Context: an optimization exercise on an open-source flow, tuned for small area, a short achievable clock period and few clock cycles. The choices shown serve that exercise and are no tape-out recipe.
In this exercise RTL edits were held to simulation tests only and were not proved equivalent to the original.
No activity file was given, so power comes from the tool's default toggle rates.

==> flow/design.v (outline; a module is shown in full before it is edited, if it fits) <==
// module booth_mul64: 960 lines
module booth_mul64(clk, reset_n, multiplier, multiplicand, op_start, op_clear, op_done, result);
  // ...
==> flow/flow/run.sh <==
#!/bin/bash
# Layout flow: the standard flow, with the port buffers made of the
# smallest plain buffer instead of the default delay buffer, and a clock tree
# of fewer buffers without dummy loads.
set -o pipefail
export BUFFER_PORTS_ARGS="-buffer_cell sky130_fd_sc_hd__buf_1"
export CTS_ARGS="-sink_clustering_enable -repair_clock_nets -dont_use_dummy_load -buf_list sky130_fd_sc_hd__clkbuf_16 -sink_clustering_size 22 -sink_clustering_max_diameter 110"
bash standard.sh > standard.log 2>&1
==> flow/standard.sh <==
#!/bin/bash
# synth_recipe.tcl (not shown) runs the flow's synth.tcl, then flattens the netlist and writes it again
# the make line also repeats each setting of config.mk as NAME=value (left out here)
make -C /OpenROAD-flow-scripts/flow DESIGN_CONFIG=/design/flow/config.mk WORK_HOME=/design/flow/orfs CLKGATE_MAP_FILE= SYNTH_SCRIPT=/design/flow/synth_recipe.tcl "${@:-finish}"
==> flow/config.mk <==
export PLATFORM = sky130hd
export DESIGN_NAME = booth_mul64
export DESIGN_NICKNAME = booth_mul64
export VERILOG_FILES = /design/flow/design.v
export SDC_FILE = /design/flow/constraint.sdc
export NUM_CORES = 4
export LEC_CHECK = 0
export ABC_AREA = 1
export CAP_MARGIN = 20
export CORE_MARGIN = 2
export CORE_UTILIZATION = 40
export SETUP_SLACK_MARGIN = 3.9
export SLEW_MARGIN = 20
==> flow/constraint.sdc <==
create_clock -name core_clock -period 7.0 [get_ports {clk}]
set_input_delay 1.4000 -clock core_clock [delete_from_list [all_inputs] [get_ports {clk}]]
set_output_delay 1.4000 -clock core_clock [all_outputs]
set_load 0.01 [all_outputs]
==> flow_metrics.py, run 1 <==
metrics = {
    "sta": {
        "finalWorstSetupSlack_ps": 3980,
        "hold_violations": 0,
        "rsz0062_at_grt": "yes",
        "setup_viol": 0,
        "max_slew_margin_pct": 29.5,
    },
    "routing": {
        "antenna_left": 0,
        "routed_wl_um": 77900,
    },
    "critical_path": {
        "r2r_slack_ps": 3980,
        "critPathLaunchType": "register",
        "reg2reg_from": "bone0[3]$_DFF_P_",
        "reg2regPathDepth": 8,
        "path_cells": "clkinvlp_4 > buf_12 > o22ai_1 > xor2_1 > fa_1 > fa_1 > fa_1 > a32o_1",
        "end_kind": "register",
        "path_depth": 8,
        "crit_start": "bone0[3]$_DFF_P_",
    },
    "synthesis": {
        "synthTopCellsByCount": "587 x nand2_1, 325 x inv_1, 271 x xor2_1",
        "netlist_area_um2": 23200,
        "synth.top_cell.area_share_pct": 22.0,
        "synth-simple-area-share_pct": 14.9,
        "yosysTopAreaCell": "fa_1",
        "yosys_warnings": 1,
    },
    "global_routing": {
        "met1_usage_pct": 34.7,
        "grt-busiest-layer": "met2",
        "antenna_found_initial": 0,
    },
    "hold_path": {
        "whs_endpoint": "cnt[0]$_DFF_PN0_",
    },
    "placement": {
        "dp_slack_ps": 3210,
        "dp_hpwl_um": 58000,
        "dp_cells": 3561,
    },
    "clock_network": {
        "h-tree-depth": 1,
        "cts-hold-fix-buffers": 0,
        "cts_tree": "done",
        "postCtsSetupRepairBufs": 12,
        "clockBufferDepth": 3,
    },
    "finish": {
        "layout-drive-gt1-share_pct": 4.88,
        "seqAreaFraction_pct": 26.4,
        "nClkBuffers": 19,
        "clock_cell_area_share_pct": 1.85,
    },
    "die": {
        "tapCellCount": 765,
        "io_pins": 261,
        "start_util_pct": 40.3,
        "core-area_um2": 57500,
    },
    "status": {
        "outcome": "timing/DRC/antenna clean",
    },
    "power_and_ir_drop": {
        "power.density_nw_per_um2": 450,
        "power.switching_mw": 5.62,
    },
    "flow_run": {
        "maxCapViolCount": 0,
    },
}
Testbench counts, summed over its fixed seeds: cycles 6,144.
==> inputs of run 2 (changes only) <==
--- a/flow/design.v
+++ b/flow/design.v
@@ -25,17 +25,24 @@
   wire [64:0] pp2;
   assign pp2[32:0] = (({33{bone0[2]}} & xe[32:0]) | ({33{btwo0[2]}} & x2e[32:0])) ^ {33{bneg0[2]}};
   assign pp2[64:33] = (({32{bone1[2]}} | ~xe[64:33]) & ({32{btwo1[2]}} | ~x2e[64:33])) ^ {32{bneg1[2]}};
   wire [64:0] pp3;
   assign pp3[32:0] = (({33{bone0[3]}} & xe[32:0]) | ({33{btwo0[3]}} & x2e[32:0])) ^ {33{bneg0[3]}};
   assign pp3[64:33] = (({32{bone1[3]}} | ~xe[64:33]) & ({32{btwo1[3]}} | ~x2e[64:33])) ^ {32{bneg1[3]}};
   wire c8;
   reg first;
-  wire [64:0] Si = S & {65{~first}};
+  wire [64:0] px = {PL, 1'b0};
+  wire [63:0] npl;
+  genvar q;
+  generate for (q = 0; q < 32; q = q + 1) begin : nq
+    assign npl[2*q] = px[2*q+2] & ~(px[2*q+1] & px[2*q]);
+    assign npl[2*q+1] = 1'b0;
+  end endgenerate
+  wire [64:0] Si = first ? {1'b1, npl} : S;
   wire hs0, hc0, fs1, fc1, fs2, fc2, hs3, hc3, fs4, fc4, fs5, fc5, fs6, fc6, fs7, fc7, fs8, fc8, fs9, fc9, fs10, fc10, fs11, fc11, fs12, fc12, fs13, fc13, fs14, fc14, fs15, fc15, fs16, fc16, fs17, fc17, fs18, fc18, fs19, fc19, fs20, fc20, fs21, fc21, fs22, fc22, fs23, fc23, fs24, fc24, fs25, fc25, fs26, fc26, fs27, fc27, fs28, fc28, fs29, fc29, fs30, fc30, fs31, fc31, fs32, fc32, fs33, fc33, fs34, fc34, fs35, fc35, fs36, fc36, fs37, fc37, fs38, fc38, fs39, fc39, fs40, fc40, fs41, fc41, fs42, fc42, fs43, fc43, fs44, fc44, fs45, fc45, fs46, fc46, fs47, fc47, fs48, fc48, fs49, fc49, fs50, fc50, fs51, fc51, fs52, fc52, fs53, fc53, fs54, fc54, fs55, fc55, fs56, fc56, fs57, fc57, fs58, fc58, fs59, fc59, fs60, fc60, fs61, fc61, fs62, fc62, fs63, fc63, fs64, fc64, fs65, fc65, fs66, fc66, fs67, fc67, fs68, fc68, fs69, fc69, fs70, fc70, fs71, fc71, fs72, fc72, fs73, fc73, fs74, fc74, fs75, fc75, fs76, fc76, fs77, fc77, fs78, fc78, fs79, fc79, fs80, fc80, fs81, fc81, fs82, fc82, fs83, fc83, fs84, fc84, fs85, fc85, fs86, fc86, fs87, fc87, fs88, fc88, fs89, fc89, fs90, fc90, fs91, fc91, fs92, fc92, fs93, fc93, fs94, fc94, fs95, fc95, fs96, fc96, fs97, fc97, fs98, fc98, fs99, fc99, fs100, fc100, fs101, fc101, fs102, fc102, fs103, fc103, fs104, fc104, fs105, fc105, fs106, fc106, fs107, fc107, fs108, fc108, fs109, fc109, fs110, fc110, fs111, fc111, fs112, fc112, fs113, fc113, fs114, fc114, fs115, fc115, fs116, fc116, fs117, fc117, fs118, fc118, fs119, fc119, fs120, fc120, hs121, hc121, hs122, hc122, fs123, fc123, fs124, fc124, fs125, fc125, fs126, fc126, fs127, fc127, fs128, fc128, fs129, fc129, fs130, fc130, fs131, fc131, fs132, fc132, fs133, fc133, fs134, fc134, fs135, fc135, fs136, fc136, fs137, fc137, fs138, fc138, fs139, fc139, fs140, fc140, fs141, fc141, fs142, fc142, fs143, fc143, fs144, fc144, fs145, fc145, fs146, fc146, fs147, fc147, fs148, fc148, fs149, fc149, fs150, fc150, fs151, fc151, fs152, fc152, fs153, fc153, fs154, fc154, fs155, fc155, fs156, fc156, fs157, fc157, fs158, fc158, fs159, fc159, fs160, fc160, fs161, fc161, fs162, fc162, fs163, fc163, fs164, fc164, fs165, fc165, fs166, fc166, fs167, fc167, fs168, fc168, fs169, fc169, fs170, fc170, fs171, fc171, fs172, fc172, fs173, fc173, fs174, fc174, fs175, fc175, fs176, fc176, fs177, fc177, fs178, fc178, fs179, fc179, fs180, fc180, fs181, fc181, fs182, fc182, fs183, fc183, fs184, fc184, fs185, fc185, fs186, fc186, fs187, fc187, hs188, hc188, hs189, hc189, fs190, fc190, fs191, fc191, fs192, fc192, fs193, fc193, fs194, fc194, fs195, fc195, fs196, fc196, fs197, fc197, fs198, fc198, fs199, fc199, fs200, fc200, fs201, fc201, fs202, fc202, fs203, fc203, fs204, fc204, fs205, fc205, fs206, fc206, fs207, fc207, fs208, fc208, fs209, fc209, fs210, fc210, fs211, fc211, fs212, fc212, fs213, fc213, fs214, fc214, fs215, fc215, fs216, fc216, fs217, fc217, fs218, fc218, fs219, fc219, fs220, fc220, fs221, fc221, fs222, fc222, fs223, fc223, fs224, fc224, fs225, fc225, fs226, fc226, fs227, fc227, fs228, fc228, fs229, fc229, fs230, fc230, fs231, fc231, fs232, fc232, fs233, fc233, fs234, fc234, fs235, fc235, fs236, fc236, fs237, fc237, fs238, fc238, fs239, fc239, fs240, fc240, fs241, fc241, fs242, fc242, fs243, fc243, fs244, fc244, fs245, fc245, fs246, fc246, fs247, fc247, fs248, fc248, fs249, fc249, fs250, fc250, fs251, fc251, fs252, fc252, fs253, fc253, fs254, fc254, fs255, fc255, fs256, fc256, fs257, fc257, hs258, hc258;
   assign hs0 = C[4] ^ Si[4];
   assign hc0 = C[4] & Si[4];
   assign fs1 = C[5] ^ Si[5] ^ pp0[5];
   assign fc1 = (C[5] & Si[5]) | (C[5] & pp0[5]) | (Si[5] & pp0[5]);
   assign fs2 = C[6] ^ Si[6] ^ pp0[6];
   assign fc2 = (C[6] & Si[6]) | (C[6] & pp0[6]) | (Si[6] & pp0[6]);
   assign hs3 = pp1[4] ^ pp2[2];
@@ -919,22 +926,16 @@
   wire [3:0] n_one, n_two, n_neg;
   genvar g;
   generate for (g = 0; g < 4; g = g + 1) begin : enc
     wire b0 = win[2*g], b1 = win[2*g+1], b2 = win[2*g+2];
     assign n_one[g] = b1 ^ b0;
     assign n_two[g] = (b2 & ~b1 & ~b0) | (~b2 & b1 & b0);
     assign n_neg[g] = b2 & ~(b1 & b0);
   end endgenerate
-  wire [64:0] mx = {multiplier, 1'b0};
-  wire [63:0] ninit;
-  generate for (g = 0; g < 32; g = g + 1) begin : ni
-    assign ninit[2*g] = mx[2*g+2] & ~(mx[2*g+1] & mx[2*g]);
-    assign ninit[2*g+1] = 1'b0;
-  end endgenerate
   always @(posedge clk or negedge reset_n)
     if (!reset_n) begin
       st_idle <= 1'b1; st_busy <= 1'b0; st_cpa <= 1'b0; st_done <= 1'b0;
       cnt <= 3'd0;
       first <= 1'b0;
     end else begin
       st_idle <= op_clear | (st_idle & ~op_start);
       st_busy <= ~op_clear & ((st_idle & op_start) | (st_busy & (cnt != 3'd7)));
@@ -949,12 +950,12 @@
     bone1 <= ~n_one; btwo1 <= ~n_two; bneg1 <= ~n_neg;
     if (st_idle) PL <= multiplier;
     else if (st_busy | st_cpa) PL <= {sum[7:0], PL[63:8]};
     if (st_busy) S <= TS[72:8];
     else S[63:0] <= sum[71:8];
     if (st_busy) begin
       C <= TC[72:8]; SL <= TS[7:0]; CL <= TC[7:0];
     end else begin
-      C <= {st_idle, ninit & {64{st_idle}}}; SL <= 8'd0; CL <= 8'd0;
+      C <= 65'd0; SL <= 8'd0; CL <= 8'd0;
     end
   end
 endmodule
==> flow/config.mk (replaced) <==
export PLATFORM = sky130hd
export DESIGN_NAME = booth_mul64
export DESIGN_NICKNAME = booth_mul64
export VERILOG_FILES = /design/flow/design.v
export SDC_FILE = /design/flow/constraint.sdc
export NUM_CORES = 4
export LEC_CHECK = 0
export ABC_AREA = 1
export CAP_MARGIN = 20
export CORE_MARGIN = 2
export CORE_UTILIZATION = 55
export SETUP_SLACK_MARGIN = 4.0
export SLEW_MARGIN = 20
==> run 2 against run 1 <==
Net effect:
- wire length is 4.7% lower
- clock power is 4% lower
- final cell count is 3.2% lower
- setup slack better by 42 ps
- global-route usage is 8.2 points higher
- area after synthesis is 1.4% higher
- critical path depth is 1 higher
- fmax is 1.4% higher
- die area is 26% lower
- count of clock-buffer cells in the layout is 1 lower
- clock skew is 11 ps lower
- synthesized cell count is 4.6% higher
- largest cell class unchanged
- highest routed layer unchanged
==> flow_metrics.py, run 2 <==
metrics = {
    "status": {
        "outcome": "timing/DRC/antenna clean",
    },
    "global_routing": {
        "grt_max_degree": 78,
        "grt_pass1_wl_um": 114000,
        "grt_overflow": 0,
        "grt.total_usage_pct": 33.8,
        "antenna_found_initial": 0,
        "first_global_vias": 19695,
    },
    "power_and_ir_drop": {
        "p_clk_share_pct": 10.0,
        "p_comb_share_pct": 63.8,
        "power.density_nw_per_um2": 419,
        "power.switching_mw": 5.19,
        "swShare_pct": 48.4,
        "leakage_nw": 12.7,
        "ir_drop_v": 0.000215,
        "p_int_mw": 5.53,
        "seqPwrFrac_pct": 26.2,
    },
    "routing": {
        "antenna_left": 0,
        "vias": 19814,
        "post_drt_via_cell_ratio": 5.67,
        "detail_route.wl_per_cell_um": 21.2,
        "dr.pass1.iters": 5,
        "drc_errors": 0,
        "routed_wl_um": 74300,
        "drtIter0Drc": 1844,
    },
    "sta": {
        "worst_slew_pin_slew_ps": 891,
        "hold_violations": 0,
        "setup_viol": 0,
        "rsz0062_at_grt": "yes",
        "max_slew_margin_pct": 40.6,
        "drv_slew": 0,
        "finalWorstSetupSlack_ps": 4020,
        "holdWs_ps": 441,
        "tns_ps": 0,
        "skew_ps": 39.3,
        "fin_crit_sh_pct": 42.5,
        "layout_min_cycle_time_ps": 2980,
        "max_freq_ghz": 0.336,
    },
    "clock_network": {
        "cts_root_buffer": "clkbuf_16",
        "clock_sinks": 303,
        "cts_buffers": 18,
        "cts_tree": "done",
        "cts-hold-fix-buffers": 0,
        "clkTransAtPathRegs_ps": 90,
        "h-tree-depth": 1,
        "clk_latency_ps": 550,
        "clockBufferDepth": 3,
    },
    "synthesis": {
        "synthMuxAreaShare_pct": 0.0426,
        "synth_top_family_by_area": "adder cells",
        "yosys.cell_count.top_type": "nand2_1",
        "yosys_warnings": 1,
        "synth.top_cell.area_share_pct": 21.7,
        "synth_fa_ha_area_share_pct": 26.3,
        "yosysTopAreaCell": "fa_1",
        "synth-simple-area-share_pct": 15.2,
        "syn_nets": 3234,
        "ys.flop_type": "dfxtp_1",
        "synth_edf_count": 64,
        "syn_inst": 2762,
        "yosysUniqueCellTypes": 51,
        "async_reset_ff_share_pct": 2.64,
        "netlist_area_um2": 23500,
        "ys_ff_latch": 303,
        "synth.avg_cell_area_um2": 8.51,
        "synth_xor_area_share_pct": 10.2,
        "synthTopCellsByArea": "fa_1 22%, dfxtp_1 20%, nand2_1 10%, xor2_1 10%, edfxtp_1 8.2%",
        "synth_compound_area_share_pct": 10.8,
        "ys_seq_area_share_pct": 28.7,
        "synthTopCellsByCount": "644 x nand2_1, 410 x inv_1, 270 x xor2_1",
    },
    "placement": {
        "dp_hpwl_um": 55100,
        "dp_slack_ps": 3340,
        "place_area_um2": 24800,
        "gp_congestion": 0.950,
        "port_buffers": 260,
    },
    "finish": {
        "syn2layout_area_growth_pct": 8.91,
        "final_area_um2": 25600,
        "final_common_cell": "nand2_1",
        "layout-drive-gt1-share_pct": 4.43,
        "final_cell_mix": "642 x nand2_1, 400 x inv_1, 270 x xor2_1",
        "nets": 3432,
        "diodes": 0,
        "utilization_pct": 60.9,
        "final.fill_count": 3836,
    },
    "die": {
        "dieArea_um2": 44400,
        "fp.dieH_um": 211,
        "num_rows": 75,
        "core-area_um2": 42000,
        "die_w_um": 211,
        "start_util_pct": 55.9,
        "io_pins": 261,
    },
    "critical_path": {
        "arrival_ps": 3420,
        "end_kind": "register",
        "critPathLaunchType": "register",
        "r2r_slack_ps": 4020,
        "cp_max_fo": 12,
        "crit_required_ps": 7440,
        "worst-setup-path-type": "register to register",
    },
    "flow_run": {
        "maxCapViolCount": 0,
    },
    "hold_path": {
        "min_path_type": "register to register",
    },
}
run 2: path summary, 6_finish.rpt:
check	startpoint	depth (start not counted)	end
max in group asynchronous	reset_n	1	st_busy$_DFF_PN0_
hold reg to reg	cnt[0]$_DFF_PN0_	1	cnt[0]$_DFF_PN0_
min in group asynchronous	reset_n	1	cnt[0]$_DFF_PN0_
setup / recovery	first$_DFF_PN0_	9	result[105]$_DFF_P_
hold / removal	cnt[0]$_DFF_PN0_	1	cnt[0]$_DFF_PN0_
setup reg to reg	first$_DFF_PN0_	9	result[105]$_DFF_P_
run 2: power groups by stage:
stage               Sequential, mW  Clock (mW)  Combinational, mW
floorplan                     2.64           0               5.02
global placement              2.83           0               6.64
detailed placement            2.83           0               6.78
CTS                           2.80        1.10               6.86
global route                  2.84        1.16               7.92
finish                        2.81        1.07               6.84
run 2: logic make-up after synthesis:
logic type | after synthesis
AO/OA/AOI/OAI | 426
XOR/XNOR | 273
adder cells (fa/ha/maj) | 340
buffers and inverters | 544
flip-flops | 303
multiplexers | 1
AND/OR/NAND/NOR | 875
run 2: per-layer routing:
metal  GRT usage [%]  share of wire [%]  vias to the layer above
met1            45.9                 41                     9646
met5               0                  0                        -
met3            5.29                7.8                      151
li1                -                  -                     9149
met2            54.7                 47                      868
met4            13.4                4.5                        0
run 2: repair_timing:
item | 4_1_cts | 5_1_grt
gates cloned | 2 | 0
setup buffers | 13 | 6
resized for setup | 19 | 26
endpoints found under the hold margin | 0 | 0
pin swaps | 0 | 5
setup endpoints to repair | 118 | 100
run 2: area by class of cell:
| class | count | area [um2] | share of cell area, % |
|---|---|---|---|
| inverters | 420 | 1610 | 6.30 |
| clock buffers | 18 | 450 | 1.76 |
| flip-flops and latches | 303 | 6780 | 26.5 |
| multi-input cells | 1915 | 14700 | 57.4 |
| repair buffers | 300 | 1380 | 5.38 |
| well taps | 539 | 674 | 2.64 |
| repair inverters | 2 | 15.0 | 0.0587 |
run 2: stage by stage:
stage | power [mW] | cells
6_report | 10.7 | 3497
5_1_grt | 11.9 | 3497
3_5_place_dp | 9.62 | 3458
4_1_cts | 10.8 | 3491
2_1_floorplan | 7.66 | 2762
3_3_place_gp | 9.47 | 3457
run 2: worst max-delay path: stages (launching register included):
cell and delay (ps):
dfrtp_4 580, buf_8 200, nand2_1 80, o221ai_1 220, fa_1 550, inv_1 60, fa_1 510, fa_1 490
nand2_1 120, nand2_1 80
Testbench counts of run 2, summed over its fixed seeds: cycles 6,144.
==> inputs of run 3 (changes only) <==
--- a/flow/config.mk
+++ b/flow/config.mk
@@ -11,3 +11,3 @@
 export CORE_UTILIZATION = 55
-export SETUP_SLACK_MARGIN = 4.0
+export SETUP_SLACK_MARGIN = 4.2
 export SLEW_MARGIN = 20
==> run 3 against run 2 <==
Net effect:
- non-clock buffer count up 31
- wire length up 4.0%
- combinational power up 7.5%
- clock power about the same
- still clean on timing, DRC and antenna
- sequential share of layout area down 1.4 points
==> flow_metrics.py, run 3 <==
metrics = {
    "routing": {
        "detail_route.wl_per_cell_um": 21.9,
        "drtIter0Drc": 1909,
        "met3_length_um": 5630,
        "route.met2.wl_um": 36700,
        "routed_wl_um": 77300,
        "drc_errors": 0,
        "post_drt_via_cell_ratio": 5.73,
        "met1_length_um": 32100,
        "dr.pass1.iters": 6,
        "routed.top_layer": "met4",
        "vias": 20241,
        "antenna_left": 0,
    },
    "critical_path": {
        "crit_start": "first$_DFF_PN0_",
        "crit_required_ps": 7450,
        "slowest_delay_ps": 600,
        "path_delay_family": "adder cells",
        "end_kind": "register",
        "cp_max_fo": 7,
        "cp_common_cell": "fa_1",
        "path_cells": "buf_16 > clkinvlp_4 > buf_6 > a21oi_4 > fa_1 > inv_2 > fa_2 > fa_1 > nand2_1 > inv_1",
        "reg2reg_from": "first$_DFF_PN0_",
        "worst-setup-path-type": "register to register",
        "worst-path-buf-inv": 5,
        "critPathSlowestCell": "dfrtp_4",
        "critPathLaunchType": "register",
        "arrival_ps": 3390,
    },
    "finish": {
        "layout-drive-gt1-share_pct": 12.0,
        "final_cell_mix": "613 x nand2_1, 384 x inv_1, 260 x xor2_1, 260 x buf_1, 236 x o22ai_1",
        "nets": 3465,
        "final_common_cell": "nand2_1",
        "syn2layout_area_growth_pct": 15.7,
        "diodes": 0,
        "stdcell_count": 3530,
    },
    "placement": {
        "dp_cells": 3458,
        "dp_hpwl_um": 55200,
        "gp_congestion": 0.936,
        "port_buffers": 260,
    },
    "die": {
        "dieArea_um2": 44400,
        "die_w_um": 211,
        "core-area_um2": 42000,
        "io_pins": 261,
        "num_rows": 75,
        "start_util_pct": 55.9,
        "fp.dieH_um": 211,
    },
    "sta": {
        "max_slew_margin_pct": 33.9,
        "skew_ps": 51.4,
        "hold_violations": 0,
        "drv_slew": 0,
        "tns_ps": 0,
        "worst_slew_pin_slew_ps": 991,
        "layout_min_cycle_time_ps": 2940,
        "setup_viol": 0,
        "fin_crit_sh_pct": 41.9,
        "rsz0062_at_grt": "yes",
        "max_freq_ghz": 0.341,
    },
    "clock_network": {
        "clockBufferDepth": 3,
        "clk_latency_ps": 560,
        "cts_root_buffer": "clkbuf_16",
        "clkTransAtPathRegs_ps": 90,
        "cts-hold-fix-buffers": 0,
        "clock_sinks": 303,
        "h-tree-depth": 1,
        "cts_buffers": 18,
        "cts_tree": "done",
    },
    "synthesis": {
        "syn_nets": 3234,
        "yosysUniqueCellTypes": 51,
        "synthTopCellsByArea": "fa_1 22%, dfxtp_1 20%, nand2_1 10%, xor2_1 10%, edfxtp_1 8.2%",
        "netlist_area_um2": 23500,
        "synth_edf_count": 64,
        "yosys.cell_count.top_type": "nand2_1",
        "synthTopCellsByCount": "644 x nand2_1, 410 x inv_1, 270 x xor2_1",
        "ys_seq_area_share_pct": 28.7,
        "ys.flop_type": "dfxtp_1",
        "syn_inst": 2762,
        "async_reset_ff_share_pct": 2.64,
        "yosys_warnings": 1,
        "synth.top_cell.area_share_pct": 21.7,
        "synth.avg_cell_area_um2": 8.51,
        "yosysTopAreaCell": "fa_1",
        "ys_ff_latch": 303,
    },
    "flow_run": {
        "maxCapViolCount": 0,
    },
    "global_routing": {
        "first_global_vias": 19806,
        "grt_max_degree": 87,
        "grt.total_usage_pct": 34.4,
        "grt_pass1_wl_um": 117000,
        "antenna_found_initial": 0,
        "grt_overflow": 0,
    },
    "status": {
        "outcome": "timing/DRC/antenna clean",
    },
    "hold_path": {
        "min_path_type": "register to register",
        "hp-start": "cnt[0]$_DFF_PN0_",
    },
    "power_and_ir_drop": {
        "power_mw": 11.3,
        "leakage_nw": 13.1,
        "power.density_nw_per_um2": 415,
        "ir_drop_v": 0.000239,
    },
}
[run 3: routing by layer]
layer / global-route usage, % / vias to the layer above
li1: - / 9199
met1: 47.4 / 9982
met2: 56.2 / 910
met3: 4.70 / 150
met4: 11.2 / 0
met5: 0 / -
[run 3: cell families (layout without fill, tap and decap cells)]
family,count (synthesis),count (layout),share of synthesized area (%)
fa+ha+maj,340,340,26.3
simple gates,875,875,15.2
xor+xnor,273,273,10.2
flops,303,303,28.7
mux,1,1,0.0426
buf+inv,544,773,8.87
compound gates,426,426,10.8
[run 3: final cells by class]
type | count | area, um2
timing repair inverter | 4 | 30.0
tap | 539 | 674
timing repair buffer | 331 | 2010
sequential | 303 | 6810
clock buffer | 18 | 450
fill | 3657 | 14800
inverter | 420 | 1630
multi-input combinational | 1915 | 15600
[run 3: what timing repair did]
item,CTS,global route
pin swaps,50,105
setup endpoints to repair,130,122
setup buffers,27,15
resized for setup,152,210
cloned,8,4
endpoints found under the hold margin,0,0
[run 3: path summary, 6_finish.rpt]
path                                      to  slack [ps]  depth (start not counted)
hold / removal              cnt[0]$_DFF_PN0_         450                          1
setup / recovery            C[38]$_SDFF_PN0_        4060                         10
max in group asynchronous  st_busy$_DFF_PN0_        5850                          1
hold reg to reg             cnt[0]$_DFF_PN0_         450                          1
setup reg to reg            C[38]$_SDFF_PN0_        4060                         10
min in group asynchronous  st_done$_DFF_PN0_         760                          1
[run 3: stage by stage]
stage | setup WS [ps] | utilization, % | hold WS, ps | instance area (um2)
floorplan | 4210 | - | 410 | 23500
global placement | 3300 | 59.0 | 419 | 24800
detailed placement | 3270 | 59.0 | 427 | 24800
CTS | 4110 | 62.3 | 439 | 26200
global route | 3980 | 64.7 | 471 | 27200
finish | 4060 | 64.7 | 455 | 27200
[run 3: worst register-to-register path: cells and delay by family (launching register included)]
kind                     cells  cell delay [ps]
AO/OA/AOI/OAI                1               50
adder cells (fa/ha/maj)      3             1520
flip-flops                   1              600
AND/OR/NAND/NOR              1               80
buffers and inverters        5              580
[run 3: power by group]
part | leakage [nW] | internal, mW | switching [mW]
registers | 2.70 | 2.26 | 0.596
logic | 10.2 | 3.08 | 4.26
clock network | 0.222 | 0.461 | 0.607
==> inputs of run 4 (changes only) <==
--- a/flow/config.mk
+++ b/flow/config.mk
@@ -11,3 +11,3 @@
 export CORE_UTILIZATION = 55
-export SETUP_SLACK_MARGIN = 4.2
+export SETUP_SLACK_MARGIN = 4.1
 export SLEW_MARGIN = 20
==> run 4 against run 3 <==
Net effect:
- still clean on timing, DRC and antenna
- count of clock-buffer cells in the layout stayed put
- synthesized cell count stayed put
- clock power hardly changed
- design area is 5.1% lower
- setup slack better by 30 ps
- wire length is 2.6% lower
- critical path depth is 1 lower
- combinational power is 5.7% lower
- final cell count is 0.99% lower
- fmax is 1.0% higher
- largest power group unchanged
==> flow_metrics.py, run 4 <==
metrics = {
    "finish": {
        "layout-drive-gt1-share_pct": 5.68,
        "final.fill_count": 3839,
        "syn2layout_area_growth_pct": 9.84,
        "diodes": 0,
        "stdcell_count": 3495,
        "regArea_um2": 6780,
        "final_cell_mix": "633 x nand2_1, 400 x inv_1, 269 x xor2_1",
        "multiInputGateArea_um2": 14900,
        "final_common_cell": "nand2_1",
        "final_area_um2": 25800,
        "utilization_pct": 61.4,
        "nets": 3430,
    },
    "synthesis": {
        "netlist_area_um2": 23500,
        "yosysUniqueCellTypes": 51,
        "yosys.cell_count.top_type": "nand2_1",
        "synthTopCellsByCount": "644 x nand2_1, 410 x inv_1, 270 x xor2_1",
        "synth.top_cell.area_share_pct": 21.7,
        "yosys_warnings": 1,
        "ys_ff_latch": 303,
        "syn_inst": 2762,
        "async_reset_ff_share_pct": 2.64,
        "yosysTopAreaCell": "fa_1",
        "synth.avg_cell_area_um2": 8.51,
        "synth_edf_count": 64,
        "syn_nets": 3234,
        "synthTopCellsByArea": "fa_1 22%, dfxtp_1 20%, nand2_1 10%, xor2_1 10%, edfxtp_1 8.2%",
        "ys_seq_area_share_pct": 28.7,
        "ys.flop_type": "dfxtp_1",
    },
    "critical_path": {
        "cp_common_cell": "fa_1",
        "reg2regPathDepth": 9,
        "reg2reg_from": "first$_DFF_PN0_",
        "worst-setup-path-type": "register to register",
        "reg2reg_to": "C[36]$_SDFF_PN0_",
        "critPathLaunchType": "register",
        "end_kind": "register",
        "path_cells": "buf_6 > nand2_1 > o21ai_0 > fa_1 > inv_1 > fa_1 > fa_1 > nand2_1 > inv_1",
        "cp_max_fo": 11,
        "crit_start": "first$_DFF_PN0_",
        "arrival_ps": 3400,
        "critPathSlowestCell": "dfrtp_4",
        "slowest_delay_ps": 550,
        "crit_required_ps": 7500,
        "endpoint": "C[36]$_SDFF_PN0_",
        "r2r_slack_ps": 4090,
    },
    "placement": {
        "gp_congestion": 0.950,
        "place_area_um2": 24800,
        "port_buffers": 260,
        "dp_cells": 3457,
        "dp_slack_ps": 3240,
        "dp_hpwl_um": 55000,
    },
    "sta": {
        "rsz0062_at_grt": "yes",
        "hold_violations": 0,
        "setup_viol": 0,
        "max_slew_margin_pct": 41.8,
        "holdWs_ps": 442,
        "layout_min_cycle_time_ps": 2910,
        "worst_slew_pin_slew_ps": 873,
        "fin_crit_sh_pct": 41.5,
        "drv_slew": 0,
        "tns_ps": 0,
        "max_freq_ghz": 0.344,
        "skew_ps": 48.0,
        "finalWorstSetupSlack_ps": 4090,
    },
    "routing": {
        "post_drt_via_cell_ratio": 5.73,
        "drtIter0Drc": 1978,
        "routed_wl_um": 75300,
        "dr.pass1.iters": 6,
        "antenna_left": 0,
        "vias": 20024,
        "drc_errors": 0,
        "detail_route.wl_per_cell_um": 21.5,
    },
    "power_and_ir_drop": {
        "leakage_nw": 12.8,
        "ir_drop_v": 0.000294,
        "power.density_nw_per_um2": 419,
        "power_mw": 10.8,
    },
    "clock_network": {
        "clockBufferDepth": 3,
        "cts_buffers": 18,
        "clkTransAtPathRegs_ps": 90,
        "h-tree-depth": 1,
        "cts_tree": "done",
        "cts-hold-fix-buffers": 0,
        "cts_root_buffer": "clkbuf_16",
        "clk_latency_ps": 560,
        "clock_sinks": 303,
    },
    "die": {
        "dieArea_um2": 44400,
        "num_rows": 75,
        "core-area_um2": 42000,
        "die_w_um": 211,
        "io_pins": 261,
        "start_util_pct": 55.9,
        "fp.dieH_um": 211,
    },
    "global_routing": {
        "grt_overflow": 0,
        "first_global_vias": 19775,
        "grt_max_degree": 78,
        "grt_pass1_wl_um": 115000,
        "grt.total_usage_pct": 33.9,
        "antenna_found_initial": 0,
    },
    "flow_run": {
        "maxCapViolCount": 0,
    },
    "status": {
        "outcome": "timing/DRC/antenna clean",
    },
    "hold_path": {
        "min_path_type": "register to register",
    },
}
==> run 4: repair_timing <==
item	4_1_cts	5_1_grt
setup buffers	17	0
pin swaps	1	40
endpoints found under the setup margin	124	137
cloned	2	1
gates resized for setup	36	66
==> run 4: per-layer routing <==
layer	routed length (um)	global-route usage, %
met5	0	0
met4	2900	10.9
met3	6010	4.28
met2	35600	55.9
met1	30700	46.6
==> run 4: critical path, delay by kind of cell (launching register included) <==
family	cells	cell delay (ps)
adders and majority gates	3	1590
DFF	1	550
and+or+nand+nor	2	260
buffers and inverters	3	330
AOI/OAI and AO/OA	1	160
==> run 4: where the power goes <==
group          internal [mW]  switching, mW  leakage [nW]
clock network          0.461          0.609         0.222
registers               2.25          0.559          2.70
logic                   2.85           4.08          9.84
==> run 4: area by class of cell <==
class                      instances  area share [%]
timing repair inverter             2          0.0582
sequential                       303            26.3
inverter                         420            6.26
tap                              539            2.61
clock buffer                      18            1.75
multi-input combinational       1915            57.5
timing repair buffer             298            5.50
==> run 4: cells by family (layout without fill, tap and decap cells) <==
family	Yosys count	after routing	synth area share [%]
AO/OA/AOI/OAI	426	426	10.8
XOR/XNOR	273	273	10.2
adder cells (fa/ha/maj)	340	340	26.3
buffers and inverters	544	738	8.87
flip-flops	303	303	28.7
multiplexers	1	1	0.0426
AND/OR/NAND/NOR	875	875	15.2
==> run 4: worst min-delay path by stage <==
stage / from / endpoint / slack, ps / cells past startpoint
3_3_place_gp: cnt[0]$_DFF_PN0_ / cnt[0]$_DFF_PN0_ / 420 / 1
4_1_cts: cnt[0]$_DFF_PN0_ / cnt[0]$_DFF_PN0_ / 440 / 1
2_1_floorplan: cnt[0]$_DFF_PN0_ / cnt[0]$_DFF_PN0_ / 410 / 1
3_5_place_dp: cnt[0]$_DFF_PN0_ / cnt[0]$_DFF_PN0_ / 430 / 1
6_report: cnt[0]$_DFF_PN0_ / cnt[0]$_DFF_PN0_ / 440 / 1
5_1_grt: cnt[0]$_DFF_PN0_ / cnt[0]$_DFF_PN0_ / 450 / 1

-- port drivers added, routing unchanged --
Ports are ideal in the flow. The routed layouts listed here were re-timed in OpenROAD.
Step 1 (the two cells are an assumption about what drives the block):
set clk [get_ports {clk}]
set_driving_cell -lib_cell sky130_fd_sc_hd__clkbuf_16 $clk
set_driving_cell -lib_cell sky130_fd_sc_hd__buf_2 [delete_from_list [all_inputs] $clk]
Step 2 also shifts input and output timing later by t, the mid clock arrival at the registers, as if the neighbouring blocks saw the same clock.
a / b / c = no drivers / after step 1 / after step 2; a / b = the first two.
run	t, ns	slack for setup (ns)	worst data-port slew with drivers (ns)	cell pins on the clock port's net
run 1	0.596	3.982 / 3.982 / 3.982	0.05	1
run 2	0.593	4.024 / 4.024 / 4.024	0.06	1
run 3	0.587	4.064 / 4.064 / 4.064	0.07	1
run 4	0.590	4.094 / 4.094 / 4.094	0.06	1
After both steps setup and hold are still met in every run listed.
